What follows belongs to an exercise in optimizing a design on an open flow for small area and a short achievable clock period; a production flow would make more cautious choices.
Function was not checked in any run shown here: the RTL went through the layout flow alone.

## config.mk

```make
export PLATFORM = sky130hd
export DESIGN_NAME = hsv2rgb_pipe
export DESIGN_NICKNAME = hsv2rgb_pipe
export VERILOG_FILES = /design/flow/design.v
export SDC_FILE = /design/flow/constraint.sdc
export NUM_CORES = 4
export LEC_CHECK = 0
export CAP_MARGIN = 20
export CORE_MARGIN = 2
export CORE_UTILIZATION = 40
export CTS_BUF_LIST = sky130_fd_sc_hd__clkbuf_8
export SLEW_MARGIN = 20
export SYNTH_HIERARCHICAL = 1
export SYNTH_MINIMUM_KEEP_SIZE = 0
```

## flow/run.sh

```bash
#!/bin/bash
set -euo pipefail
export BUFFER_PORTS_ARGS="-buffer_cell sky130_fd_sc_hd__buf_1"
bash standard.sh SETUP_SLACK_MARGIN=10.7 finish > standard.log 2>&1
```

## design.v

```verilog
module hsv_fa (input a, input b, input c, output s, output co);
    assign s = a ^ b ^ c;
    assign co = (a & b) | (c & (a ^ b));
endmodule
module hsv_ha (input a, input b, output s, output co);
    assign s = a ^ b;
    assign co = a & b;
endmodule
module hsv_han (input a, input b, output s, output co);
    assign s = ~(a ^ b);
    assign co = a | b;
endmodule
module hsv2rgb_pipe (
        input clk,
        input rst_n,
        input in_valid,
        input [7:0] h,
        input [7:0] s,
        input [7:0] v,
        output reg out_valid,
        output reg [7:0] r,
        output reg [7:0] g,
        output reg [7:0] b
    );
    reg vld0, vld1, vld2;
    reg [7:0] h0, s0, v0;
    wire [2:0] region = (h0 >= 8'd215) ? 3'd5 : (h0 >= 8'd172) ? 3'd4 :
                        (h0 >= 8'd129) ? 3'd3 : (h0 >= 8'd86) ? 3'd2 :
                        (h0 >= 8'd43) ? 3'd1 : 3'd0;
    wire [6:0] h3 = h0[6:0] + {h0[5:0], 1'b0};
    wire [6:0] k3 = h3 - {4'd0, region};
    wire even = ~region[0];
    wire [7:0] x_c = {k3 ^ {7{even}}, even};
    wire [2:0] sel_c = (s0 == 8'd0) ? 3'd7 : region;
    reg [2:0] sel1;
    reg [7:0] x1, s1, v1;
    wire [7:0] u_c, p_c;
    wire mu_pp01 = s1[0] & x1[1];
    wire mu_pp02 = s1[0] & x1[2];
    wire mu_pp03 = s1[0] & x1[3];
    wire mu_pp04 = s1[0] & x1[4];
    wire mu_pp05 = s1[0] & x1[5];
    wire mu_pp06 = s1[0] & x1[6];
    wire mu_pp07 = s1[0] & x1[7];
    wire mu_pp10 = s1[1] & x1[0];
    wire mu_pp11 = s1[1] & x1[1];
    wire mu_pp12 = s1[1] & x1[2];
    wire mu_pp13 = s1[1] & x1[3];
    wire mu_pp14 = s1[1] & x1[4];
    wire mu_pp15 = s1[1] & x1[5];
    wire mu_pp16 = s1[1] & x1[6];
    wire mu_pp17 = s1[1] & x1[7];
    wire mu_pp20 = s1[2] & x1[0];
    wire mu_pp21 = s1[2] & x1[1];
    wire mu_pp22 = s1[2] & x1[2];
    wire mu_pp23 = s1[2] & x1[3];
    wire mu_pp24 = s1[2] & x1[4];
    wire mu_pp25 = s1[2] & x1[5];
    wire mu_pp26 = s1[2] & x1[6];
    wire mu_pp27 = s1[2] & x1[7];
    wire mu_pp30 = s1[3] & x1[0];
    wire mu_pp31 = s1[3] & x1[1];
    wire mu_pp32 = s1[3] & x1[2];
    wire mu_pp33 = s1[3] & x1[3];
    wire mu_pp34 = s1[3] & x1[4];
    wire mu_pp35 = s1[3] & x1[5];
    wire mu_pp36 = s1[3] & x1[6];
    wire mu_pp37 = s1[3] & x1[7];
    wire mu_pp40 = s1[4] & x1[0];
    wire mu_pp41 = s1[4] & x1[1];
    wire mu_pp42 = s1[4] & x1[2];
    wire mu_pp43 = s1[4] & x1[3];
    wire mu_pp44 = s1[4] & x1[4];
    wire mu_pp45 = s1[4] & x1[5];
    wire mu_pp46 = s1[4] & x1[6];
    wire mu_pp47 = s1[4] & x1[7];
    wire mu_pp50 = s1[5] & x1[0];
    wire mu_pp51 = s1[5] & x1[1];
    wire mu_pp52 = s1[5] & x1[2];
    wire mu_pp53 = s1[5] & x1[3];
    wire mu_pp54 = s1[5] & x1[4];
    wire mu_pp55 = s1[5] & x1[5];
    wire mu_pp56 = s1[5] & x1[6];
    wire mu_pp57 = s1[5] & x1[7];
    wire mu_pp60 = s1[6] & x1[0];
    wire mu_pp61 = s1[6] & x1[1];
    wire mu_pp62 = s1[6] & x1[2];
    wire mu_pp63 = s1[6] & x1[3];
    wire mu_pp64 = s1[6] & x1[4];
    wire mu_pp65 = s1[6] & x1[5];
    wire mu_pp66 = s1[6] & x1[6];
    wire mu_pp67 = s1[6] & x1[7];
    wire mu_pp70 = s1[7] & x1[0];
    wire mu_pp71 = s1[7] & x1[1];
    wire mu_pp72 = s1[7] & x1[2];
    wire mu_pp73 = s1[7] & x1[3];
    wire mu_pp74 = s1[7] & x1[4];
    wire mu_pp75 = s1[7] & x1[5];
    wire mu_pp76 = s1[7] & x1[6];
    wire mu_pp77 = s1[7] & x1[7];
    wire mu_t1, mu_t2;
    hsv_ha mu_t1_ha (.a(mu_pp06), .b(mu_pp15), .s(mu_t1), .co(mu_t2));
    wire mu_t3, mu_t4;
    hsv_fa mu_t3_fa (.a(mu_pp07), .b(mu_pp16), .c(mu_pp25), .s(mu_t3), .co(mu_t4));
    wire mu_t5, mu_t6;
    hsv_ha mu_t5_ha (.a(mu_pp34), .b(mu_pp43), .s(mu_t5), .co(mu_t6));
    wire mu_t7, mu_t8;
    hsv_fa mu_t7_fa (.a(mu_pp17), .b(mu_pp26), .c(mu_pp35), .s(mu_t7), .co(mu_t8));
    wire mu_t9, mu_t10;
    hsv_ha mu_t9_ha (.a(mu_pp44), .b(mu_pp53), .s(mu_t9), .co(mu_t10));
    wire mu_t11, mu_t12;
    hsv_fa mu_t11_fa (.a(mu_pp27), .b(mu_pp36), .c(mu_pp45), .s(mu_t11), .co(mu_t12));
    wire mu_t13, mu_t14;
    hsv_ha mu_t13_ha (.a(mu_pp04), .b(mu_pp13), .s(mu_t13), .co(mu_t14));
    wire mu_t15, mu_t16;
    hsv_fa mu_t15_fa (.a(mu_pp05), .b(mu_pp14), .c(mu_pp23), .s(mu_t15), .co(mu_t16));
    wire mu_t17, mu_t18;
    hsv_ha mu_t17_ha (.a(mu_pp32), .b(mu_pp41), .s(mu_t17), .co(mu_t18));
    wire mu_t19, mu_t20;
    hsv_fa mu_t19_fa (.a(mu_t1), .b(mu_pp24), .c(mu_pp33), .s(mu_t19), .co(mu_t20));
    wire mu_t21, mu_t22;
    hsv_fa mu_t21_fa (.a(mu_pp42), .b(mu_pp51), .c(mu_pp60), .s(mu_t21), .co(mu_t22));
    wire mu_t23, mu_t24;
    hsv_fa mu_t23_fa (.a(mu_t2), .b(mu_t3), .c(mu_t5), .s(mu_t23), .co(mu_t24));
    wire mu_t25, mu_t26;
    hsv_fa mu_t25_fa (.a(mu_pp52), .b(mu_pp61), .c(mu_pp70), .s(mu_t25), .co(mu_t26));
    wire mu_t27, mu_t28;
    hsv_fa mu_t27_fa (.a(mu_t4), .b(mu_t6), .c(mu_t7), .s(mu_t27), .co(mu_t28));
    wire mu_t29, mu_t30;
    hsv_fa mu_t29_fa (.a(mu_t9), .b(mu_pp62), .c(mu_pp71), .s(mu_t29), .co(mu_t30));
    wire mu_t31, mu_t32;
    hsv_fa mu_t31_fa (.a(mu_t8), .b(mu_t10), .c(mu_t11), .s(mu_t31), .co(mu_t32));
    wire mu_t33, mu_t34;
    hsv_fa mu_t33_fa (.a(mu_pp54), .b(mu_pp63), .c(mu_pp72), .s(mu_t33), .co(mu_t34));
    wire mu_t35, mu_t36;
    hsv_fa mu_t35_fa (.a(mu_t12), .b(mu_pp37), .c(mu_pp46), .s(mu_t35), .co(mu_t36));
    wire mu_t37, mu_t38;
    hsv_fa mu_t37_fa (.a(mu_pp55), .b(mu_pp64), .c(mu_pp73), .s(mu_t37), .co(mu_t38));
    wire mu_t39, mu_t40;
    hsv_fa mu_t39_fa (.a(mu_pp47), .b(mu_pp56), .c(mu_pp65), .s(mu_t39), .co(mu_t40));
    wire mu_t41, mu_t42;
    hsv_ha mu_t41_ha (.a(mu_pp03), .b(mu_pp12), .s(mu_t41), .co(mu_t42));
    wire mu_t43, mu_t44;
    hsv_fa mu_t43_fa (.a(mu_t13), .b(mu_pp22), .c(mu_pp31), .s(mu_t43), .co(mu_t44));
    wire mu_t45, mu_t46;
    hsv_fa mu_t45_fa (.a(mu_t14), .b(mu_t15), .c(mu_t17), .s(mu_t45), .co(mu_t46));
    wire mu_t47, mu_t48;
    hsv_fa mu_t47_fa (.a(mu_t16), .b(mu_t18), .c(mu_t19), .s(mu_t47), .co(mu_t48));
    wire mu_t49, mu_t50;
    hsv_fa mu_t49_fa (.a(mu_t20), .b(mu_t22), .c(mu_t23), .s(mu_t49), .co(mu_t50));
    wire mu_t51, mu_t52;
    hsv_fa mu_t51_fa (.a(mu_t24), .b(mu_t26), .c(mu_t27), .s(mu_t51), .co(mu_t52));
    wire mu_t53, mu_t54;
    hsv_fa mu_t53_fa (.a(mu_t28), .b(mu_t30), .c(mu_t31), .s(mu_t53), .co(mu_t54));
    wire mu_t55, mu_t56;
    hsv_fa mu_t55_fa (.a(mu_t32), .b(mu_t34), .c(mu_t35), .s(mu_t55), .co(mu_t56));
    wire mu_t57, mu_t58;
    hsv_fa mu_t57_fa (.a(mu_t36), .b(mu_t38), .c(mu_t39), .s(mu_t57), .co(mu_t58));
    wire mu_t59, mu_t60;
    hsv_fa mu_t59_fa (.a(mu_t40), .b(mu_pp57), .c(mu_pp66), .s(mu_t59), .co(mu_t60));
    wire mu_t61, mu_t62;
    hsv_ha mu_t61_ha (.a(mu_pp02), .b(mu_pp11), .s(mu_t61), .co(mu_t62));
    wire mu_t63, mu_t64;
    hsv_fa mu_t63_fa (.a(mu_t41), .b(mu_pp21), .c(mu_pp30), .s(mu_t63), .co(mu_t64));
    wire mu_t65, mu_t66;
    hsv_fa mu_t65_fa (.a(mu_t42), .b(mu_t43), .c(mu_pp40), .s(mu_t65), .co(mu_t66));
    wire mu_t67, mu_t68;
    hsv_fa mu_t67_fa (.a(mu_t44), .b(mu_t45), .c(mu_pp50), .s(mu_t67), .co(mu_t68));
    wire mu_t69, mu_t70;
    hsv_fa mu_t69_fa (.a(mu_t46), .b(mu_t47), .c(mu_t21), .s(mu_t69), .co(mu_t70));
    wire mu_t71, mu_t72;
    hsv_fa mu_t71_fa (.a(mu_t48), .b(mu_t49), .c(mu_t25), .s(mu_t71), .co(mu_t72));
    wire mu_t73, mu_t74;
    hsv_fa mu_t73_fa (.a(mu_t50), .b(mu_t51), .c(mu_t29), .s(mu_t73), .co(mu_t74));
    wire mu_t75, mu_t76;
    hsv_fa mu_t75_fa (.a(mu_t52), .b(mu_t53), .c(mu_t33), .s(mu_t75), .co(mu_t76));
    wire mu_t77, mu_t78;
    hsv_fa mu_t77_fa (.a(mu_t54), .b(mu_t55), .c(mu_t37), .s(mu_t77), .co(mu_t78));
    wire mu_t79, mu_t80;
    hsv_fa mu_t79_fa (.a(mu_t56), .b(mu_t57), .c(mu_pp74), .s(mu_t79), .co(mu_t80));
    wire mu_t81, mu_t82;
    hsv_fa mu_t81_fa (.a(mu_t58), .b(mu_t59), .c(mu_pp75), .s(mu_t81), .co(mu_t82));
    wire mu_t83, mu_t84;
    hsv_fa mu_t83_fa (.a(mu_t60), .b(mu_pp67), .c(mu_pp76), .s(mu_t83), .co(mu_t84));
    wire mu_c2 = mu_pp01 & mu_pp10;
    wire mu_c3 = (mu_t61 & mu_pp20) | (mu_c2 & (mu_t61 | mu_pp20));
    wire mu_c4 = (mu_t62 & mu_t63) | (mu_c3 & (mu_t62 | mu_t63));
    wire mu_c5 = (mu_t64 & mu_t65) | (mu_c4 & (mu_t64 | mu_t65));
    wire [10:0] mu_ra = {1'b0, mu_t84, mu_t82, mu_t80, mu_t78, mu_t76, mu_t74, mu_t72, mu_t70, mu_t68, mu_t66};
    wire [10:0] mu_rb = {1'b0, mu_pp77, mu_t83, mu_t81, mu_t79, mu_t77, mu_t75, mu_t73, mu_t71, mu_t69, mu_t67};
    wire [10:0] mu_sum = mu_ra + mu_rb + {10'd0, mu_c5};
    assign u_c = mu_sum[10:3];
    wire mp_pp01 = v1[0] & ~s1[1];
    wire mp_pp02 = v1[0] & ~s1[2];
    wire mp_pp03 = v1[0] & ~s1[3];
    wire mp_pp04 = v1[0] & ~s1[4];
    wire mp_pp05 = v1[0] & ~s1[5];
    wire mp_pp06 = v1[0] & ~s1[6];
    wire mp_pp07 = v1[0] & ~s1[7];
    wire mp_pp10 = v1[1] & ~s1[0];
    wire mp_pp11 = v1[1] & ~s1[1];
    wire mp_pp12 = v1[1] & ~s1[2];
    wire mp_pp13 = v1[1] & ~s1[3];
    wire mp_pp14 = v1[1] & ~s1[4];
    wire mp_pp15 = v1[1] & ~s1[5];
    wire mp_pp16 = v1[1] & ~s1[6];
    wire mp_pp17 = v1[1] & ~s1[7];
    wire mp_pp20 = v1[2] & ~s1[0];
    wire mp_pp21 = v1[2] & ~s1[1];
    wire mp_pp22 = v1[2] & ~s1[2];
    wire mp_pp23 = v1[2] & ~s1[3];
    wire mp_pp24 = v1[2] & ~s1[4];
    wire mp_pp25 = v1[2] & ~s1[5];
    wire mp_pp26 = v1[2] & ~s1[6];
    wire mp_pp27 = v1[2] & ~s1[7];
    wire mp_pp30 = v1[3] & ~s1[0];
    wire mp_pp31 = v1[3] & ~s1[1];
    wire mp_pp32 = v1[3] & ~s1[2];
    wire mp_pp33 = v1[3] & ~s1[3];
    wire mp_pp34 = v1[3] & ~s1[4];
    wire mp_pp35 = v1[3] & ~s1[5];
    wire mp_pp36 = v1[3] & ~s1[6];
    wire mp_pp37 = v1[3] & ~s1[7];
    wire mp_pp40 = v1[4] & ~s1[0];
    wire mp_pp41 = v1[4] & ~s1[1];
    wire mp_pp42 = v1[4] & ~s1[2];
    wire mp_pp43 = v1[4] & ~s1[3];
    wire mp_pp44 = v1[4] & ~s1[4];
    wire mp_pp45 = v1[4] & ~s1[5];
    wire mp_pp46 = v1[4] & ~s1[6];
    wire mp_pp47 = v1[4] & ~s1[7];
    wire mp_pp50 = v1[5] & ~s1[0];
    wire mp_pp51 = v1[5] & ~s1[1];
    wire mp_pp52 = v1[5] & ~s1[2];
    wire mp_pp53 = v1[5] & ~s1[3];
    wire mp_pp54 = v1[5] & ~s1[4];
    wire mp_pp55 = v1[5] & ~s1[5];
    wire mp_pp56 = v1[5] & ~s1[6];
    wire mp_pp57 = v1[5] & ~s1[7];
    wire mp_pp60 = v1[6] & ~s1[0];
    wire mp_pp61 = v1[6] & ~s1[1];
    wire mp_pp62 = v1[6] & ~s1[2];
    wire mp_pp63 = v1[6] & ~s1[3];
    wire mp_pp64 = v1[6] & ~s1[4];
    wire mp_pp65 = v1[6] & ~s1[5];
    wire mp_pp66 = v1[6] & ~s1[6];
    wire mp_pp67 = v1[6] & ~s1[7];
    wire mp_pp70 = v1[7] & ~s1[0];
    wire mp_pp71 = v1[7] & ~s1[1];
    wire mp_pp72 = v1[7] & ~s1[2];
    wire mp_pp73 = v1[7] & ~s1[3];
    wire mp_pp74 = v1[7] & ~s1[4];
    wire mp_pp75 = v1[7] & ~s1[5];
    wire mp_pp76 = v1[7] & ~s1[6];
    wire mp_pp77 = v1[7] & ~s1[7];
    wire mp_t1, mp_t2;
    hsv_ha mp_t1_ha (.a(mp_pp06), .b(mp_pp15), .s(mp_t1), .co(mp_t2));
    wire mp_t3, mp_t4;
    hsv_fa mp_t3_fa (.a(mp_pp07), .b(mp_pp16), .c(mp_pp25), .s(mp_t3), .co(mp_t4));
    wire mp_t5, mp_t6;
    hsv_ha mp_t5_ha (.a(mp_pp34), .b(mp_pp43), .s(mp_t5), .co(mp_t6));
    wire mp_t7, mp_t8;
    hsv_fa mp_t7_fa (.a(mp_pp17), .b(mp_pp26), .c(mp_pp35), .s(mp_t7), .co(mp_t8));
    wire mp_t9, mp_t10;
    hsv_ha mp_t9_ha (.a(mp_pp44), .b(mp_pp53), .s(mp_t9), .co(mp_t10));
    wire mp_t11, mp_t12;
    hsv_fa mp_t11_fa (.a(mp_pp27), .b(mp_pp36), .c(mp_pp45), .s(mp_t11), .co(mp_t12));
    wire mp_t13, mp_t14;
    hsv_ha mp_t13_ha (.a(mp_pp04), .b(mp_pp13), .s(mp_t13), .co(mp_t14));
    wire mp_t15, mp_t16;
    hsv_fa mp_t15_fa (.a(mp_pp05), .b(mp_pp14), .c(mp_pp23), .s(mp_t15), .co(mp_t16));
    wire mp_t17, mp_t18;
    hsv_ha mp_t17_ha (.a(mp_pp32), .b(mp_pp41), .s(mp_t17), .co(mp_t18));
    wire mp_t19, mp_t20;
    hsv_fa mp_t19_fa (.a(mp_t1), .b(mp_pp24), .c(mp_pp33), .s(mp_t19), .co(mp_t20));
    wire mp_t21, mp_t22;
    hsv_fa mp_t21_fa (.a(mp_pp42), .b(mp_pp51), .c(mp_pp60), .s(mp_t21), .co(mp_t22));
    wire mp_t23, mp_t24;
    hsv_fa mp_t23_fa (.a(mp_t2), .b(mp_t3), .c(mp_t5), .s(mp_t23), .co(mp_t24));
    wire mp_t25, mp_t26;
    hsv_fa mp_t25_fa (.a(mp_pp52), .b(mp_pp61), .c(mp_pp70), .s(mp_t25), .co(mp_t26));
    wire mp_t27, mp_t28;
    hsv_fa mp_t27_fa (.a(mp_t4), .b(mp_t6), .c(mp_t7), .s(mp_t27), .co(mp_t28));
    wire mp_t29, mp_t30;
    hsv_fa mp_t29_fa (.a(mp_t9), .b(mp_pp62), .c(mp_pp71), .s(mp_t29), .co(mp_t30));
    wire mp_t31, mp_t32;
    hsv_fa mp_t31_fa (.a(mp_t8), .b(mp_t10), .c(mp_t11), .s(mp_t31), .co(mp_t32));
    wire mp_t33, mp_t34;
    hsv_fa mp_t33_fa (.a(mp_pp54), .b(mp_pp63), .c(mp_pp72), .s(mp_t33), .co(mp_t34));
    wire mp_t35, mp_t36;
    hsv_fa mp_t35_fa (.a(mp_t12), .b(mp_pp37), .c(mp_pp46), .s(mp_t35), .co(mp_t36));
    wire mp_t37, mp_t38;
    hsv_fa mp_t37_fa (.a(mp_pp55), .b(mp_pp64), .c(mp_pp73), .s(mp_t37), .co(mp_t38));
    wire mp_t39, mp_t40;
    hsv_fa mp_t39_fa (.a(mp_pp47), .b(mp_pp56), .c(mp_pp65), .s(mp_t39), .co(mp_t40));
    wire mp_t41, mp_t42;
    hsv_ha mp_t41_ha (.a(mp_pp03), .b(mp_pp12), .s(mp_t41), .co(mp_t42));
    wire mp_t43, mp_t44;
    hsv_fa mp_t43_fa (.a(mp_t13), .b(mp_pp22), .c(mp_pp31), .s(mp_t43), .co(mp_t44));
    wire mp_t45, mp_t46;
    hsv_fa mp_t45_fa (.a(mp_t14), .b(mp_t15), .c(mp_t17), .s(mp_t45), .co(mp_t46));
    wire mp_t47, mp_t48;
    hsv_fa mp_t47_fa (.a(mp_t16), .b(mp_t18), .c(mp_t19), .s(mp_t47), .co(mp_t48));
    wire mp_t49, mp_t50;
    hsv_fa mp_t49_fa (.a(mp_t20), .b(mp_t22), .c(mp_t23), .s(mp_t49), .co(mp_t50));
    wire mp_t51, mp_t52;
    hsv_fa mp_t51_fa (.a(mp_t24), .b(mp_t26), .c(mp_t27), .s(mp_t51), .co(mp_t52));
    wire mp_t53, mp_t54;
    hsv_fa mp_t53_fa (.a(mp_t28), .b(mp_t30), .c(mp_t31), .s(mp_t53), .co(mp_t54));
    wire mp_t55, mp_t56;
    hsv_fa mp_t55_fa (.a(mp_t32), .b(mp_t34), .c(mp_t35), .s(mp_t55), .co(mp_t56));
    wire mp_t57, mp_t58;
    hsv_fa mp_t57_fa (.a(mp_t36), .b(mp_t38), .c(mp_t39), .s(mp_t57), .co(mp_t58));
    wire mp_t59, mp_t60;
    hsv_fa mp_t59_fa (.a(mp_t40), .b(mp_pp57), .c(mp_pp66), .s(mp_t59), .co(mp_t60));
    wire mp_t61, mp_t62;
    hsv_ha mp_t61_ha (.a(mp_pp02), .b(mp_pp11), .s(mp_t61), .co(mp_t62));
    wire mp_t63, mp_t64;
    hsv_fa mp_t63_fa (.a(mp_t41), .b(mp_pp21), .c(mp_pp30), .s(mp_t63), .co(mp_t64));
    wire mp_t65, mp_t66;
    hsv_fa mp_t65_fa (.a(mp_t42), .b(mp_t43), .c(mp_pp40), .s(mp_t65), .co(mp_t66));
    wire mp_t67, mp_t68;
    hsv_fa mp_t67_fa (.a(mp_t44), .b(mp_t45), .c(mp_pp50), .s(mp_t67), .co(mp_t68));
    wire mp_t69, mp_t70;
    hsv_fa mp_t69_fa (.a(mp_t46), .b(mp_t47), .c(mp_t21), .s(mp_t69), .co(mp_t70));
    wire mp_t71, mp_t72;
    hsv_fa mp_t71_fa (.a(mp_t48), .b(mp_t49), .c(mp_t25), .s(mp_t71), .co(mp_t72));
    wire mp_t73, mp_t74;
    hsv_fa mp_t73_fa (.a(mp_t50), .b(mp_t51), .c(mp_t29), .s(mp_t73), .co(mp_t74));
    wire mp_t75, mp_t76;
    hsv_fa mp_t75_fa (.a(mp_t52), .b(mp_t53), .c(mp_t33), .s(mp_t75), .co(mp_t76));
    wire mp_t77, mp_t78;
    hsv_fa mp_t77_fa (.a(mp_t54), .b(mp_t55), .c(mp_t37), .s(mp_t77), .co(mp_t78));
    wire mp_t79, mp_t80;
    hsv_fa mp_t79_fa (.a(mp_t56), .b(mp_t57), .c(mp_pp74), .s(mp_t79), .co(mp_t80));
    wire mp_t81, mp_t82;
    hsv_fa mp_t81_fa (.a(mp_t58), .b(mp_t59), .c(mp_pp75), .s(mp_t81), .co(mp_t82));
    wire mp_t83, mp_t84;
    hsv_fa mp_t83_fa (.a(mp_t60), .b(mp_pp67), .c(mp_pp76), .s(mp_t83), .co(mp_t84));
    wire mp_c2 = mp_pp01 & mp_pp10;
    wire mp_c3 = (mp_t61 & mp_pp20) | (mp_c2 & (mp_t61 | mp_pp20));
    wire mp_c4 = (mp_t62 & mp_t63) | (mp_c3 & (mp_t62 | mp_t63));
    wire mp_c5 = (mp_t64 & mp_t65) | (mp_c4 & (mp_t64 | mp_t65));
    wire [10:0] mp_ra = {1'b0, mp_t84, mp_t82, mp_t80, mp_t78, mp_t76, mp_t74, mp_t72, mp_t70, mp_t68, mp_t66};
    wire [10:0] mp_rb = {1'b0, mp_pp77, mp_t83, mp_t81, mp_t79, mp_t77, mp_t75, mp_t73, mp_t71, mp_t69, mp_t67};
    wire [10:0] mp_sum = mp_ra + mp_rb + {10'd0, mp_c5};
    assign p_c = mp_sum[10:3];
    reg [2:0] sel2;
    reg [7:0] nu2, p2, v2;
    wire [7:0] w_c;
    wire mw_pp01 = v2[0] & nu2[1];
    wire mw_pp02 = v2[0] & nu2[2];
    wire mw_pp03 = v2[0] & nu2[3];
    wire mw_pp04 = v2[0] & nu2[4];
    wire mw_pp05 = v2[0] & nu2[5];
    wire mw_pp06 = v2[0] & nu2[6];
    wire mw_pp07 = v2[0] & nu2[7];
    wire mw_pp10 = v2[1] & nu2[0];
    wire mw_pp11 = v2[1] & nu2[1];
    wire mw_pp12 = v2[1] & nu2[2];
    wire mw_pp13 = v2[1] & nu2[3];
    wire mw_pp14 = v2[1] & nu2[4];
    wire mw_pp15 = v2[1] & nu2[5];
    wire mw_pp16 = v2[1] & nu2[6];
    wire mw_pp17 = v2[1] & nu2[7];
    wire mw_pp20 = v2[2] & nu2[0];
    wire mw_pp21 = v2[2] & nu2[1];
    wire mw_pp22 = v2[2] & nu2[2];
    wire mw_pp23 = v2[2] & nu2[3];
    wire mw_pp24 = v2[2] & nu2[4];
    wire mw_pp25 = v2[2] & nu2[5];
    wire mw_pp26 = v2[2] & nu2[6];
    wire mw_pp27 = v2[2] & nu2[7];
    wire mw_pp30 = v2[3] & nu2[0];
    wire mw_pp31 = v2[3] & nu2[1];
    wire mw_pp32 = v2[3] & nu2[2];
    wire mw_pp33 = v2[3] & nu2[3];
    wire mw_pp34 = v2[3] & nu2[4];
    wire mw_pp35 = v2[3] & nu2[5];
    wire mw_pp36 = v2[3] & nu2[6];
    wire mw_pp37 = v2[3] & nu2[7];
    wire mw_pp40 = v2[4] & nu2[0];
    wire mw_pp41 = v2[4] & nu2[1];
    wire mw_pp42 = v2[4] & nu2[2];
    wire mw_pp43 = v2[4] & nu2[3];
    wire mw_pp44 = v2[4] & nu2[4];
    wire mw_pp45 = v2[4] & nu2[5];
    wire mw_pp46 = v2[4] & nu2[6];
    wire mw_pp47 = v2[4] & nu2[7];
    wire mw_pp50 = v2[5] & nu2[0];
    wire mw_pp51 = v2[5] & nu2[1];
    wire mw_pp52 = v2[5] & nu2[2];
    wire mw_pp53 = v2[5] & nu2[3];
    wire mw_pp54 = v2[5] & nu2[4];
    wire mw_pp55 = v2[5] & nu2[5];
    wire mw_pp56 = v2[5] & nu2[6];
    wire mw_pp57 = v2[5] & nu2[7];
    wire mw_pp60 = v2[6] & nu2[0];
    wire mw_pp61 = v2[6] & nu2[1];
    wire mw_pp62 = v2[6] & nu2[2];
    wire mw_pp63 = v2[6] & nu2[3];
    wire mw_pp64 = v2[6] & nu2[4];
    wire mw_pp65 = v2[6] & nu2[5];
    wire mw_pp66 = v2[6] & nu2[6];
    wire mw_pp67 = v2[6] & nu2[7];
    wire mw_pp70 = v2[7] & nu2[0];
    wire mw_pp71 = v2[7] & nu2[1];
    wire mw_pp72 = v2[7] & nu2[2];
    wire mw_pp73 = v2[7] & nu2[3];
    wire mw_pp74 = v2[7] & nu2[4];
    wire mw_pp75 = v2[7] & nu2[5];
    wire mw_pp76 = v2[7] & nu2[6];
    wire mw_pp77 = v2[7] & nu2[7];
    wire mw_t1, mw_t2;
    hsv_ha mw_t1_ha (.a(mw_pp06), .b(mw_pp15), .s(mw_t1), .co(mw_t2));
    wire mw_t3, mw_t4;
    hsv_fa mw_t3_fa (.a(mw_pp07), .b(mw_pp16), .c(mw_pp25), .s(mw_t3), .co(mw_t4));
    wire mw_t5, mw_t6;
    hsv_ha mw_t5_ha (.a(mw_pp34), .b(mw_pp43), .s(mw_t5), .co(mw_t6));
    wire mw_t7, mw_t8;
    hsv_fa mw_t7_fa (.a(mw_pp17), .b(mw_pp26), .c(mw_pp35), .s(mw_t7), .co(mw_t8));
    wire mw_t9, mw_t10;
    hsv_ha mw_t9_ha (.a(mw_pp44), .b(mw_pp53), .s(mw_t9), .co(mw_t10));
    wire mw_t11, mw_t12;
    hsv_fa mw_t11_fa (.a(mw_pp27), .b(mw_pp36), .c(mw_pp45), .s(mw_t11), .co(mw_t12));
    wire mw_t13, mw_t14;
    hsv_ha mw_t13_ha (.a(mw_pp04), .b(mw_pp13), .s(mw_t13), .co(mw_t14));
    wire mw_t15, mw_t16;
    hsv_fa mw_t15_fa (.a(mw_pp05), .b(mw_pp14), .c(mw_pp23), .s(mw_t15), .co(mw_t16));
    wire mw_t17, mw_t18;
    hsv_ha mw_t17_ha (.a(mw_pp32), .b(mw_pp41), .s(mw_t17), .co(mw_t18));
    wire mw_t19, mw_t20;
    hsv_fa mw_t19_fa (.a(mw_t1), .b(mw_pp24), .c(mw_pp33), .s(mw_t19), .co(mw_t20));
    wire mw_t21, mw_t22;
    hsv_fa mw_t21_fa (.a(mw_pp42), .b(mw_pp51), .c(mw_pp60), .s(mw_t21), .co(mw_t22));
    wire mw_t23, mw_t24;
    hsv_fa mw_t23_fa (.a(mw_t2), .b(mw_t3), .c(mw_t5), .s(mw_t23), .co(mw_t24));
    wire mw_t25, mw_t26;
    hsv_fa mw_t25_fa (.a(mw_pp52), .b(mw_pp61), .c(mw_pp70), .s(mw_t25), .co(mw_t26));
    wire mw_t27, mw_t28;
    hsv_fa mw_t27_fa (.a(mw_t4), .b(mw_t6), .c(mw_t7), .s(mw_t27), .co(mw_t28));
    wire mw_t29, mw_t30;
    hsv_fa mw_t29_fa (.a(mw_t9), .b(mw_pp62), .c(mw_pp71), .s(mw_t29), .co(mw_t30));
    wire mw_t31, mw_t32;
    hsv_fa mw_t31_fa (.a(mw_t8), .b(mw_t10), .c(mw_t11), .s(mw_t31), .co(mw_t32));
    wire mw_t33, mw_t34;
    hsv_fa mw_t33_fa (.a(mw_pp54), .b(mw_pp63), .c(mw_pp72), .s(mw_t33), .co(mw_t34));
    wire mw_t35, mw_t36;
    hsv_fa mw_t35_fa (.a(mw_t12), .b(mw_pp37), .c(mw_pp46), .s(mw_t35), .co(mw_t36));
    wire mw_t37, mw_t38;
    hsv_fa mw_t37_fa (.a(mw_pp55), .b(mw_pp64), .c(mw_pp73), .s(mw_t37), .co(mw_t38));
    wire mw_t39, mw_t40;
    hsv_fa mw_t39_fa (.a(mw_pp47), .b(mw_pp56), .c(mw_pp65), .s(mw_t39), .co(mw_t40));
    wire mw_t41, mw_t42;
    hsv_ha mw_t41_ha (.a(mw_pp03), .b(mw_pp12), .s(mw_t41), .co(mw_t42));
    wire mw_t43, mw_t44;
    hsv_fa mw_t43_fa (.a(mw_t13), .b(mw_pp22), .c(mw_pp31), .s(mw_t43), .co(mw_t44));
    wire mw_t45, mw_t46;
    hsv_fa mw_t45_fa (.a(mw_t14), .b(mw_t15), .c(mw_t17), .s(mw_t45), .co(mw_t46));
    wire mw_t47, mw_t48;
    hsv_fa mw_t47_fa (.a(mw_t16), .b(mw_t18), .c(mw_t19), .s(mw_t47), .co(mw_t48));
    wire mw_t49, mw_t50;
    hsv_fa mw_t49_fa (.a(mw_t20), .b(mw_t22), .c(mw_t23), .s(mw_t49), .co(mw_t50));
    wire mw_t51, mw_t52;
    hsv_fa mw_t51_fa (.a(mw_t24), .b(mw_t26), .c(mw_t27), .s(mw_t51), .co(mw_t52));
    wire mw_t53, mw_t54;
    hsv_fa mw_t53_fa (.a(mw_t28), .b(mw_t30), .c(mw_t31), .s(mw_t53), .co(mw_t54));
    wire mw_t55, mw_t56;
    hsv_fa mw_t55_fa (.a(mw_t32), .b(mw_t34), .c(mw_t35), .s(mw_t55), .co(mw_t56));
    wire mw_t57, mw_t58;
    hsv_fa mw_t57_fa (.a(mw_t36), .b(mw_t38), .c(mw_t39), .s(mw_t57), .co(mw_t58));
    wire mw_t59, mw_t60;
    hsv_fa mw_t59_fa (.a(mw_t40), .b(mw_pp57), .c(mw_pp66), .s(mw_t59), .co(mw_t60));
    wire mw_t61, mw_t62;
    hsv_ha mw_t61_ha (.a(mw_pp02), .b(mw_pp11), .s(mw_t61), .co(mw_t62));
    wire mw_t63, mw_t64;
    hsv_fa mw_t63_fa (.a(mw_t41), .b(mw_pp21), .c(mw_pp30), .s(mw_t63), .co(mw_t64));
    wire mw_t65, mw_t66;
    hsv_fa mw_t65_fa (.a(mw_t42), .b(mw_t43), .c(mw_pp40), .s(mw_t65), .co(mw_t66));
    wire mw_t67, mw_t68;
    hsv_fa mw_t67_fa (.a(mw_t44), .b(mw_t45), .c(mw_pp50), .s(mw_t67), .co(mw_t68));
    wire mw_t69, mw_t70;
    hsv_fa mw_t69_fa (.a(mw_t46), .b(mw_t47), .c(mw_t21), .s(mw_t69), .co(mw_t70));
    wire mw_t71, mw_t72;
    hsv_fa mw_t71_fa (.a(mw_t48), .b(mw_t49), .c(mw_t25), .s(mw_t71), .co(mw_t72));
    wire mw_t73, mw_t74;
    hsv_fa mw_t73_fa (.a(mw_t50), .b(mw_t51), .c(mw_t29), .s(mw_t73), .co(mw_t74));
    wire mw_t75, mw_t76;
    hsv_fa mw_t75_fa (.a(mw_t52), .b(mw_t53), .c(mw_t33), .s(mw_t75), .co(mw_t76));
    wire mw_t77, mw_t78;
    hsv_fa mw_t77_fa (.a(mw_t54), .b(mw_t55), .c(mw_t37), .s(mw_t77), .co(mw_t78));
    wire mw_t79, mw_t80;
    hsv_fa mw_t79_fa (.a(mw_t56), .b(mw_t57), .c(mw_pp74), .s(mw_t79), .co(mw_t80));
    wire mw_t81, mw_t82;
    hsv_fa mw_t81_fa (.a(mw_t58), .b(mw_t59), .c(mw_pp75), .s(mw_t81), .co(mw_t82));
    wire mw_t83, mw_t84;
    hsv_fa mw_t83_fa (.a(mw_t60), .b(mw_pp67), .c(mw_pp76), .s(mw_t83), .co(mw_t84));
    wire mw_c2 = mw_pp01 & mw_pp10;
    wire mw_c3 = (mw_t61 & mw_pp20) | (mw_c2 & (mw_t61 | mw_pp20));
    wire mw_c4 = (mw_t62 & mw_t63) | (mw_c3 & (mw_t62 | mw_t63));
    wire mw_c5 = (mw_t64 & mw_t65) | (mw_c4 & (mw_t64 | mw_t65));
    wire [10:0] mw_ra = {1'b0, mw_t84, mw_t82, mw_t80, mw_t78, mw_t76, mw_t74, mw_t72, mw_t70, mw_t68, mw_t66};
    wire [10:0] mw_rb = {1'b0, mw_pp77, mw_t83, mw_t81, mw_t79, mw_t77, mw_t75, mw_t73, mw_t71, mw_t69, mw_t67};
    wire [10:0] mw_sum = mw_ra + mw_rb + {10'd0, mw_c5};
    assign w_c = mw_sum[10:3];
    reg [2:0] wsel;
    reg [2:0] vsel;
    always @* begin
        case (sel2)
            3'd0: begin wsel = 3'b010; vsel = 3'b100; end
            3'd1: begin wsel = 3'b100; vsel = 3'b010; end
            3'd2: begin wsel = 3'b001; vsel = 3'b010; end
            3'd3: begin wsel = 3'b010; vsel = 3'b001; end
            3'd4: begin wsel = 3'b100; vsel = 3'b001; end
            3'd5: begin wsel = 3'b001; vsel = 3'b100; end
            default: begin wsel = 3'b000; vsel = 3'b111; end
        endcase
    end
    wire [7:0] r_n = vsel[2] ? v2 : p2;
    wire [7:0] g_n = vsel[1] ? v2 : p2;
    wire [7:0] b_n = vsel[0] ? v2 : p2;
    always @(posedge clk or negedge rst_n) begin
        if (!rst_n) begin
            vld0 <= 1'b0;
            vld1 <= 1'b0;
            vld2 <= 1'b0;
            out_valid <= 1'b0;
        end else begin
            vld0 <= in_valid;
            vld1 <= vld0;
            vld2 <= vld1;
            out_valid <= vld2;
        end
    end
    always @(posedge clk) begin
        h0 <= h;
        s0 <= s;
        v0 <= v;
        sel1 <= sel_c;
        x1 <= x_c;
        s1 <= s0;
        v1 <= v0;
        sel2 <= sel1;
        nu2 <= ~u_c;
        p2 <= p_c;
        v2 <= v1;
        r <= wsel[2] ? w_c : r_n;
        g <= wsel[1] ? w_c : g_n;
        b <= wsel[0] ? w_c : b_n;
    end
endmodule
```

## standard.sh

```bash
#!/bin/bash
# synth_recipe.tcl (not shown) runs the flow's synth.tcl, then flattens the netlist and writes it again
# the make line also repeats each setting of config.mk as NAME=value (left out here)
make -C /OpenROAD-flow-scripts/flow DESIGN_CONFIG=/design/flow/config.mk WORK_HOME=/design/flow/orfs CLKGATE_MAP_FILE= SYNTH_SCRIPT=/design/flow/synth_recipe.tcl "${@:-finish}"
```

## constraint.sdc

```tcl
create_clock -name core_clock -period 15.0 [get_ports {clk}]
set_input_delay 3.0000 -clock core_clock [delete_from_list [all_inputs] [get_ports {clk}]]
set_output_delay 3.0000 -clock core_clock [all_outputs]
set_load 0.01 [all_outputs]
```

==> reports/metrics.yaml, run 1 <==
core_region_area_um2: 20000
initial_utilization_pct: 40.4
fin_ws_ns: 10.79
cp-start-kind: "flip-flop"
synth_top_area_share_pct: 26.7
grt_pass1_vias: 5451
period_needed_ns: 4.21
std_cell_rows: 52
crit_chain: "and2_1 -> fa_1 -> fa_1 -> fa_1 -> fa_1 -> ha_2 -> a21oi_2 -> nor2b_2 -> nor4_4 -> a211oi_4 -> or3_1 -> a31o_1"
grt_util_all_layers_pct: 16.0
ys_ff_latch: 106
cts.sinks: 106
min_path_type: "flip-flop to flip-flop"
die_x_um: 146
io_pins: 52
endpoint_kind: "flip-flop"
grt_max_degree: 20
synth.most_common_cell: "and2_1"
synthXorXnorAreaFrac_pct: 3.36
dp.cells: 1054
syn-mean-instance-area_um2: 10.8
drv_cap: 0
final.fill_count: 1958
avgRoutedWirePerCell_um: 15.1
ys_top_cells_by_area: "fa_1 27%, dfxtp_1 25%, ha_1 11%"
antenna_found_initial: 0
placed_area_um2: 8560
report.final.hold_viol_count: 0
dr.first_iter.drc_count: 205
dp_hpwl_um: 12600
status: "timing/DRC/antenna clean"
die_area_um2: 21400
timing.setup.tns_ns: 0
setup-violations-final: 0
num-nets-final: 1002
path_buf_inv: 0
met2_usage_pct: 25.7
cts-root-buf: "clkbuf_8"
crit_family: "adder cells"
synth-simple-area-share_pct: 19.1
port_buffers: 51
cp_slowest_cell: "fa_1"
antennaDiodeCount: 0
drc: 0
area_growth_pct: 10.1
clk_pin_slew_ns: 0.11
dr.pass1.iters: 4
max_clock_freq_mhz: 238
cpPeakStageDelay_ns: 0.56
yosys.area.top_type: "fa_1"
met1_usage_pct: 22.6
worstPathArrival_ns: 4.50
wl_um: 16200
syn_area_um2: 8090
cts_max_level: 3
ctsHoldBuffers: 0
vias: 5151
rsz0062_at_grt: "yes"
drtAntennaViolNets: 0
ys_seq_area_share_pct: 26.5
die_y_um: 146
muxShareOfSynthArea_pct: 2.80
gr-usage-met3_pct: 2.84
grt_pass1_wl_um: 27500
worst_slew_pin_slew_ns: 1.05
routed_via_density: 4.80
clock_latency_ns: 0.38
regArea_um2: 2180
busiest_layer: "met2"
gp_congestion: 0.822
worstSetupPathType: "flip-flop to flip-flop"
final_util_pct: 44.4
synthAdderAreaFrac_pct: 37.4
syn_inst: 751
design_area_um2: 8900
drive_above_1_share_pct: 9.71
synthesis.nets: 955
synth_top_family_by_area: "adder cells"
cts_tree: "yes"
async_reset_ff_share_pct: 3.77
multi_input_area_um2: 5830
synth_edf_count: 0
relSlewSlack_pct: 28.1
cp_data_required_time_ns: 15.29
synthTopCellsByCount: "122 x and2_1, 108 x fa_1, 102 x dfxtp_1"
overflow: 0
r2r_setup_slack_ns: 10.79
synth_flop_cell: "dfxtp_1"
numCtsBuffers: 9
ctsLongestPathBuffers: 2
slew_viol_final: 0
period_share_pct: 28.1
yosysWarnings: 7
dp_worst_setup_slack_ns: 10.57
finClkSkew_ns: 0.0118
synth_compound_area_share_pct: 8.56
finalNonFillerCells: 1073
synth_cell_types: 52
worstPathMaxFanout: 10
cpMostUsedCell: "fa_1"
[worst register-to-register path: stages (launching register included)]
cell and delay, ns:
dfxtp_2 0.38, and2_1 0.19, fa_1 0.45, fa_1 0.56
fa_1 0.43, fa_1 0.52, ha_2 0.31, a21oi_2 0.16
nor2b_2 0.10, nor4_4 0.35, a211oi_4 0.11, or3_1 0.34
a31o_1 0.22
[worst paths after layout]
check,startpoint,end,cells past startpoint
worst max-delay path,v2[0],r[5],12
worst min-delay path,v0[1],v1[1],0
worst max register to register,v2[0],r[5],12
worst min register to register,v0[1],v1[1],0
max in group asynchronous,rst_n,vld2,1
min in group asynchronous,rst_n,vld1,1
[placed cells by master (no fill, tap or decap), types with 5 or more instances in the layout]
cell / instances
dfxtp_2: 18
nor2_1: 25
xor2_1: 11
inv_1: 26
buf_1: 51
clkbuf_8: 10
ha_1: 67
nand2_1: 24
nand2b_1: 5
mux2i_1: 8
nor3_1: 5
mux2_2: 13
a21oi_1: 33
xnor2_1: 20
fa_1: 107
buf_4: 6
o21ai_0: 17
a211oi_1: 7
dfxtp_1: 80
nor2b_1: 69
and2_1: 122
[per-module statistics from Yosys, one instance, submodules excluded]
module | cells inside | area [um^2] | flops+latches | times used
hsv2rgb_pipe | 625 | 5720 | 106 | 1
hsv_fa | 1 | 20.0 | 0 | 105
hsv_ha | 1 | 12.5 | 0 | 21
[metal layers]
layer  vias up  wire length, um
met5         -                0
met4         0              196
met3        15              524
met2        79             7440
met1      2482             8060
li1       2575                -
[metrics by stage]
| step | hold WS (ns) |
|---|---|
| 4_1_cts | 0.336 |
| 6_report | 0.332 |
| 3_5_place_dp | 0.312 |
| 3_3_place_gp | 0.310 |
| 2_1_floorplan | 0.310 |
| 5_1_grt | 0.345 |
[cell families after synthesis]
group / Yosys count
muxes: 21
AOI/OAI and AO/OA: 102
DFF: 106
and+or+nand+nor: 266
buffers and inverters: 48
xor gates and xnor gates: 31
adders and majority gates: 177
[sequential cells by signal (all words and copies together), names as in the netlist]
| name | cells |
|---|---|
| vld0 | 1 |
| v0 | 8 |
| r | 8 |
| g | 8 |
| sel2 | 3 |
| h0 | 8 |
| s1 | 8 |
| p2 | 8 |
| sel1 | 3 |
| nu2 | 8 |
| v1 | 8 |
| x1 | 8 |
| out_valid | 1 |
| v2 | 8 |
| s0 | 8 |
| vld1 | 1 |
| vld2 | 1 |
| b | 8 |
[what timing repair did]
action                                  CTS  global route
endpoints found under the setup margin    6            27
pin swaps                                 0             2
setup buffers                             0             3
gates cloned                              0             0
gates resized for setup                   6            33
[area by class of cell]
| type | instances | share of cell area [%] |
|---|---|---|
| clock buffers | 10 | 1.55 |
| clock inverters | 6 | 0.675 |
| inverters | 26 | 1.10 |
| multi-input cells | 597 | 65.5 |
| flip-flops and latches | 106 | 24.5 |
| well taps | 270 | 3.79 |
| repair buffers | 58 | 2.88 |
==> run 2, diff against run 1 <==
--- a/config.mk
+++ b/config.mk
@@ -7,7 +7,7 @@
 export LEC_CHECK = 0
 export CAP_MARGIN = 20
 export CORE_MARGIN = 2
-export CORE_UTILIZATION = 40
+export CORE_UTILIZATION = 65
 export CTS_BUF_LIST = sky130_fd_sc_hd__clkbuf_8
 export SLEW_MARGIN = 20
 export SYNTH_HIERARCHICAL = 1
==> reports/metrics.yaml, run 2 <==
status: "timing/DRC/antenna clean"  # unchanged
syn_inst: 751  # unchanged
drtAntennaViolNets: 0  # unchanged
whs_path_depth: 0  # unchanged
cts-root-buf: "clkbuf_8"  # unchanged
report.final.hold_viol_count: 0  # unchanged
period_share_pct: 27.9  # was 28.1%
cts_tree: "yes"  # unchanged
layout_commonest_cell: "and2_1"  # unchanged
yosys.area.top_type: "fa_1"  # unchanged
endpoint_kind: "flip-flop"  # unchanged
std_cell_rows: 40  # was 52
relSlewSlack_pct: 27.3  # was 28.1%
rsz0062_at_grt: "yes"  # unchanged
period_needed_ns: 4.19  # was 4.21 ns
cts.sinks: 106  # unchanged
port_buffers: 51  # unchanged
die_y_um: 116  # was 146 um
regArea_um2: 2190  # was 2180 um^2
drv_cap: 0  # unchanged
grt_pass1_wl_um: 27300  # was 27500 um
area_growth_pct: 8.66  # was 10.1%
ys_top_cells_by_area: "fa_1 27%, dfxtp_1 25%, ha_1 11%"  # unchanged
gp_congestion: 0.866  # was 0.822
async_reset_ff_share_pct: 3.77  # unchanged
die_area_um2: 13300  # was 21400 um^2
routed_via_density: 5.57  # was 4.80
timing.rr.end: "r[3]"  # was r[5]
synth_top_area_share_pct: 26.7  # unchanged
core_region_area_um2: 12100  # was 20000 um^2
placed_area_um2: 8400  # was 8560 um^2
worstPathMaxFanout: 6  # was 10
syn-mean-instance-area_um2: 10.8  # unchanged
drc: 0  # unchanged
synthesis.nets: 955  # unchanged
cts_max_level: 3  # unchanged
overflow: 0  # unchanged
dr.first_iter.drc_count: 366  # was 205
initial_utilization_pct: 67.0  # was 40.4%
cp_data_required_time_ns: 15.30  # was 15.29 ns
numCtsBuffers: 9  # unchanged
vias: 5388  # was 5151
reg2reg_depth: 13  # was 12
syn_area_um2: 8090  # unchanged
num-nets-final: 999  # was 1002
reg2reg_from: "v2[0]"  # unchanged
synth_cell_types: 52  # unchanged
finClkSkew_ns: 0.0153  # was 0.0118 ns
setup-violations-final: 0  # unchanged
synth_flop_cell: "dfxtp_1"  # unchanged
ys_seq_area_share_pct: 26.5  # unchanged
worst_slew_pin_slew_ns: 1.09  # was 1.05 ns
design_area_um2: 8790  # was 8900 um^2
synth.most_common_cell: "and2_1"  # unchanged
worstPathArrival_ns: 4.49  # was 4.50 ns
final.fill_count: 903  # was 1958
min_path_type: "flip-flop to flip-flop"  # unchanged
antennaDiodeCount: 0  # unchanged
slew_viol_final: 0  # unchanged
grt_pass1_vias: 5776  # was 5451
clock_latency_ns: 0.39  # was 0.38 ns
cp-start-kind: "flip-flop"  # unchanged
grt_max_degree: 22  # was 20
io_pins: 52  # unchanged
drive_above_1_share_pct: 10.1  # was 9.71%
wl_um: 16000  # was 16200 um
multi_input_area_um2: 5860  # was 5830 um^2
layout_common_cells: "122 x and2_1, 106 x fa_1, 81 x dfxtp_1, 68 x nor2b_1, 68 x ha_1"  # was 122 x and2_1, 107 x fa_1, 80 x dfxtp_1, 69 x nor2b_1, 67 x ha_1
avgRoutedWirePerCell_um: 16.5  # was 15.1 um
max_clock_freq_mhz: 239  # was 238 MHz
r2r_setup_slack_ns: 10.81  # was 10.79 ns
hold_start: "v0[2]"  # was v0[1]
ctsHoldBuffers: 0  # unchanged
synth_edf_count: 0  # unchanged
synthTopCellsByCount: "122 x and2_1, 108 x fa_1, 102 x dfxtp_1"  # unchanged
min_to: "v1[2]"  # was v1[1]
grt_util_all_layers_pct: 26.1  # was 16.0%
yosysWarnings: 7  # unchanged
cp-startpoint: "v2[0]"  # unchanged
die_x_um: 116  # was 146 um
ctsLongestPathBuffers: 2  # unchanged
dp_hpwl_um: 12600  # about the same
ys_ff_latch: 106  # unchanged
clk_pin_slew_ns: 0.12  # was 0.11 ns
antenna_found_initial: 0  # unchanged
dr.pass1.iters: 7  # was 4
timing.setup.tns_ns: 0  # unchanged
worstSetupPathType: "flip-flop to flip-flop"  # unchanged
-- run 2: worst max-delay path, stage by stage (launching register included) --
cell,delay [ns]
dfxtp_4,0.38
buf_4,0.15
and2_1,0.13
ha_1,0.32
fa_1,0.56
fa_1,0.44
fa_1,0.47
ha_1,0.21
nor2_1,0.18
a31oi_2,0.15
o2111ai_4,0.36
a21boi_2,0.14
or3_1,0.35
a31o_2,0.25
-- run 2: timing repair --
action | 4_1_cts | 5_1_grt
pin swaps | 0 | 5
endpoints found under the setup margin | 21 | 26
cloned | 0 | 0
resized for setup | 13 | 36
endpoints found under the hold margin | 0 | 0
buffers inserted | 0 | 4
-- run 2: stage by stage --
stage               hold WS [ns]  util [%]  cells  setup WS, ns
CTS                        0.339      71.5    964         10.73
global route               0.338      72.9    968         10.66
global placement           0.310      69.6    948         10.64
detailed placement         0.312      69.6    948         10.57
floorplan                  0.310         -    751         10.85
finish                     0.332      72.9    968         10.81
-- run 2: how the worst max path moves through the flow --
stage,slack [ns],cells after the start,to
after global routing,10.66,12,r[7]
after CTS,10.73,12,b[6]
final,10.81,13,r[3]
after floorplan,10.85,13,g[5]
after detailed placement,10.57,12,nu2[7]
after global placement,10.64,12,nu2[7]
-- run 2: area by class of cell --
cell class / count / area share (%)
Clock inverter: 7 / 0.968
Multi-Input combinational cell: 597 / 66.7
Inverter: 26 / 1.11
Timing Repair Buffer: 55 / 2.52
Tap cell: 168 / 2.39
Sequential cell: 106 / 24.9
Clock buffer: 9 / 1.41
-- run 2: routing by layer --
| metal | wire length [um] | global-route usage (%) |
|---|---|---|
| met1 | 7050 | 33.2 |
| met2 | 8000 | 45.4 |
| met3 | 538 | 4.18 |
| met4 | 362 | 9.08 |
| met5 | 0 | 0 |
-- run 2: modules after synthesis (local to each module, per instance) --
module        cell area [um^2]  copies in the design  cells
hsv2rgb_pipe              5720                     1    625
hsv_ha                    12.5                    21      1
hsv_fa                    20.0                   105      1
-- run 2: logic make-up (layout without fill, tap and decap cells) --
kind of cell             count (synthesis)  count (layout)  synth area share [%]
AND/OR/NAND/NOR                        266             266                  19.1
flip-flops                             106             106                  26.5
multiplexers                            21              21                  2.80
adder cells (fa/ha/maj)                177             177                  37.4
XOR/XNOR                                31              31                  3.36
buffers and inverters                   48              97                  2.29
AO/OA/AOI/OAI                          102             102                  8.56

==> separate check: timing with driven ports <==
How much do the figures lean on ideal ports? The routed layouts below were timed once more, with nothing changed but the port constraints.
Step 1 assumes that a clkbuf_16 drives the clock port and a buf_2 every other input.
Step 2 adds t to the input delays and takes it off the output delays; t is the mean of the earliest and latest rising clock arrival at the registers after step 1. Input paths then give back, and output paths get back, about the clock's delay inside the block.
Slacks: no drivers / after step 1 / after step 2; pairs: no drivers / after step 1.
run | t (ns) | setup slack, ns | clock arrival spread, ns | slew at the worst register clock pin (ns) | worst data-port slew with drivers (ns)
run 1 | 0.413 | 10.791 / 10.791 / 10.791 | 0.014 / 0.014 | 0.11 / 0.11 | 0.03
run 2 | 0.420 | 10.814 / 10.814 / 10.814 | 0.017 / 0.017 | 0.12 / 0.12 | 0.03
After both steps every run listed still meets setup and hold.
